From an optimization exercise on the open Yosys and OpenROAD flow, aimed at small area and a short achievable clock period; shortcuts taken in it are not production practice.
Function was checked by simulation only, so behaviour that the tests miss may differ from the original.
Power is estimated from default activity; no workload was simulated.

// fp_add
module fp_add (
  input  logic        clk,
  input  logic        rst,
  input  logic        in_vld,
  input  logic [31:0] a,
  input  logic [31:0] b,
  output logic        sum_vld,
  output logic [31:0] sum
);
  localparam bit CUT1 = 1;   
  localparam bit CUT2 = 1;   
  localparam bit CUT3 = 1;   
  localparam bit CUT4 = 1;   
  localparam bit CUT5 = 1;   
  function automatic logic lt32(input logic [31:0] xa, input logic [31:0] ya);
    logic [31:0] g, e;
    integer w, i;
    g = ~xa & ya;
    e = ~(xa ^ ya);
    for (w = 1; w < 32; w = w * 2)
      for (i = 0; i + w < 32; i = i + 2 * w) begin
        g[i] = g[i + w] | (e[i + w] & g[i]);
        e[i] = e[i + w] & e[i];
      end
    lt32 = g[0];
  endfunction
  function automatic logic [24:0] psum25(input logic [24:0] gi, input logic [24:0] pi,
                                         input logic ci);
    logic [25:0] g, p;
    integer w, i;
    g = {gi, ci};
    p = {pi, 1'b0};
    for (w = 1; w < 26; w = w * 2)
      for (i = 25; i >= 0; i--)
        if ((i / w) % 2 == 1) begin
          g[i] = g[i] | (p[i] & g[(i / w) * w - 1]);
          p[i] = p[i] & p[(i / w) * w - 1];
        end
    psum25 = pi ^ g[24:0];
  endfunction
  logic        swap, sub, ls;
  logic [31:0] x, y;
  logic [8:0]  dab, dba;
  logic [7:0]  dd;
  assign dab  = {1'b0, a[30:23]} - {1'b0, b[30:23]};
  assign dba  = {1'b0, b[30:23]} - {1'b0, a[30:23]};
  assign swap = dab[8];
  assign x    = swap ? b : a;
  assign y    = swap ? a : b;
  assign dd   = swap ? dba[7:0] : dab[7:0];
  assign sub  = a[31] ^ b[31];
  ...
==> flow/config.mk <==
export PLATFORM = sky130hd
export DESIGN_NAME = fp_add
export DESIGN_NICKNAME = fp_add
export VERILOG_FILES = /design/flow/design.v
export SDC_FILE = /design/flow/constraint.sdc
export NUM_CORES = 4
export LEC_CHECK = 0
export ABC_AREA = 1
export CAP_MARGIN = 20
export CORE_MARGIN = 2
export CORE_UTILIZATION = 40
export CTS_CLUSTER_DIAMETER = 80
export CTS_CLUSTER_SIZE = 30
export PLACE_DENSITY = 0.6
export SETUP_SLACK_MARGIN = 1.2
export SLEW_MARGIN = 20
==> flow/constraint.sdc <==
create_clock -name core_clock -period 3.5 [get_ports {clk}]
set_input_delay 0.7000 -clock core_clock [delete_from_list [all_inputs] [get_ports {clk}]]
set_output_delay 0.7000 -clock core_clock [all_outputs]
set_load 0.01 [all_outputs]
standard.sh (not shown) runs the stock make flow with config.mk's settings and CLKGATE_MAP_FILE= SYNTH_SCRIPT=/design/flow/synth_recipe.tcl, a recipe that flattens the netlist after the stock synthesis.
==> flow/flow/run.sh <==
#!/bin/bash
# The standard layout, with the ports buffered by the smallest plain buffer
# (buf_1) instead of the delay buffer ORFS picks by default.
set -euo pipefail
bash standard.sh BUFFER_PORTS_ARGS="-buffer_cell sky130_fd_sc_hd__buf_1" finish > standard.log 2>&1
Rerun with:
Settings changed: ABC_AREA 1 to not set, CTS_CLUSTER_DIAMETER 80 to not set, CTS_CLUSTER_SIZE 30 to not set, SETUP_SLACK_MARGIN 1.2 to 0.7.
The new run completed with no timing, DRC or antenna violations.
Fmax decreases by about a fifth.
Worst hold slack barely changes.
Synthesized cell count decreases by a quarter to a third.
Via count decreases by about a fifth.
Non-clock buffer count decreases by 9.
Synthesized area decreases by a few percent.
Utilization increases by 0.54 points.
Count of clock-buffer cells in the layout increases by 17.

========
== run 1 ==
Another version of the RTL of fp_add (not shown whole).
Size in the first run: roughly 1400 cells after synthesis, ~230 flip-flops, roughly 100 I/O pins.
==> flow/config.mk <==
export PLATFORM = sky130hd
export DESIGN_NAME = fp_add
export DESIGN_NICKNAME = fp_add
export VERILOG_FILES = /design/flow/design.v
export SDC_FILE = /design/flow/constraint.sdc
export NUM_CORES = 4
export LEC_CHECK = 0
export ABC_AREA = 1
export CAP_MARGIN = 20
export CORE_MARGIN = 2
export CORE_UTILIZATION = 50
export CTS_BUF_LIST = sky130_fd_sc_hd__clkbuf_4 sky130_fd_sc_hd__clkbuf_8
export CTS_CLUSTER_DIAMETER = 50
export CTS_CLUSTER_SIZE = 16
export PLACE_DENSITY = 0.7
export SETUP_SLACK_MARGIN = 1.5
export SLEW_MARGIN = 20
==> flow/constraint.sdc <==
create_clock -name core_clock -period 3.5 [get_ports {clk}]
set_input_delay 0.7000 -clock core_clock [delete_from_list [all_inputs] [get_ports {clk}]]
set_output_delay 0.7000 -clock core_clock [all_outputs]
set_load 0.01 [all_outputs]
Scripts as last shown in full above: flow/flow/run.sh
The following lists how run 2 was set up differently from run 1:
Settings: a change of CORE_UTILIZATION from 50 to 40.
- Run 1 has lower per-cell routed wire length than run 2.
- Start point of the critical path: d1[0] -> run 1, a[29] -> run 2
- Run 2 has worst hold-check slack above what run 1 had.
- Switching component of the power on run 2 is ahead of run 1.
The inputs of run 3 differ from those of run 2 as listed below.
Settings: SETUP_SLACK_MARGIN now 1.3, was 1.5; PLACE_DENSITY now 0.75, was 0.7.
Results
Core utilization | run 3 below run 2
Delta(post-CTS setup repair buffer count, run 3 - run 2) < 0
Delta (run 3 minus run 2): count of fill cells added during filler insertion picked up an extra about 1.5%, delay contributed by the slowest stage of the critical path picked up an extra 0.04 ns, number of non-clock buffers in the layout lost 21%.
Sort run 3 and run 2 by proportion of final cell area spent on non-clock buffers, descending, and run 2 comes first.
Re actual slew at the worst max-slew pin: run 3 is 0.025 ns down on run 2.
Measured against run 2, the aggregate routed wire length of run 3 comes out at 0.934 times the reference value.
Run 3 vs run 2 — switching power of the nets dropped by a few percent
Here is what was changed in the inputs of run 4 compared with run 3.
Settings: CTS_BUF_LIST removed (was sky130_fd_sc_hd__clkbuf_4 sky130_fd_sc_hd__clkbuf_8); CTS_CLUSTER_DIAMETER changed from 50 to 80; CTS_CLUSTER_SIZE changed from 16 to 30; PLACE_DENSITY changed from 0.75 to 0.6.
Results
Compared with run 3, in run 4 via count saw a decrease, setup slack after layout lost 0.057 ns, clock insertion delay at the later pin of the skew report shrank by 0.04 ns. Comparing path length in cells of the critical path for run 3 and run 4, the smaller number came from run 3. For length of routed wiring on met1, dividing the value from run 3 by the value from run 4 gives 0.928. Run 3 -> run 4: layout sequential cell count delta 0, exact match. Between run 3 and run 4, the difference in post-place instance area is negligible. Comparing run 4 against run 3, there is no change at all in number of flops mapped to enable cells by yosys. When the final numbers for run 3 and run 4 were put side by side, the proportion of cell area occupied by multi-input gates turned out to be greater in run 3. Looking only at share of final-layout standard cells stronger than drive strength 1, and setting everything else aside, the higher value of run 3 and run 4 goes to run 3. Of run 3 and run 4, the run reporting the higher worst-case hold slack was run 3.

==> re-timing with driven ports <==
How much do the figures lean on ideal ports? The routed layouts below were timed once more, with nothing changed but the port constraints. Step 1 assumes that a clkbuf_16 drives the clock port and a buf_2 every other input. Step 2 adds t to the input delays and takes it off the output delays; t is the mean of the earliest and latest rising clock arrival at the registers after step 1. Input paths then give back, and output paths get back, about the clock's delay inside the block. Slacks: ideal ports / drivers / drivers and shift; pairs: ideal ports / drivers.
run	t (ns)	slack for setup (ns)	hold slack, ns	worst register clock-pin slew, ns
the first run of note 1	0.528	1.264 / 1.264 / 0.792	0.325 / 0.325 / 0.325	0.10 / 0.10
the second run of note 1	0.558	0.870 / 0.872 / 0.335	0.325 / 0.325 / 0.325	0.06 / 0.06
run 1	0.585	1.521 / 1.521 / 1.003	0.324 / 0.316 / 0.324	0.09 / 0.09
run 2	0.585	1.500 / 1.508 / 0.929	0.331 / 0.321 / 0.331	0.09 / 0.09
run 3	0.579	1.440 / 1.440 / 0.900	0.323 / 0.323 / 0.323	0.09 / 0.09
run 4	0.532	1.383 / 1.408 / 0.876	0.312 / 0.312 / 0.312	0.10 / 0.10
After both steps setup and hold are still met in every run listed. The setup slack of run 2, which loses most, moves by +0.008 ns with the drivers and by -0.571 ns with both steps.
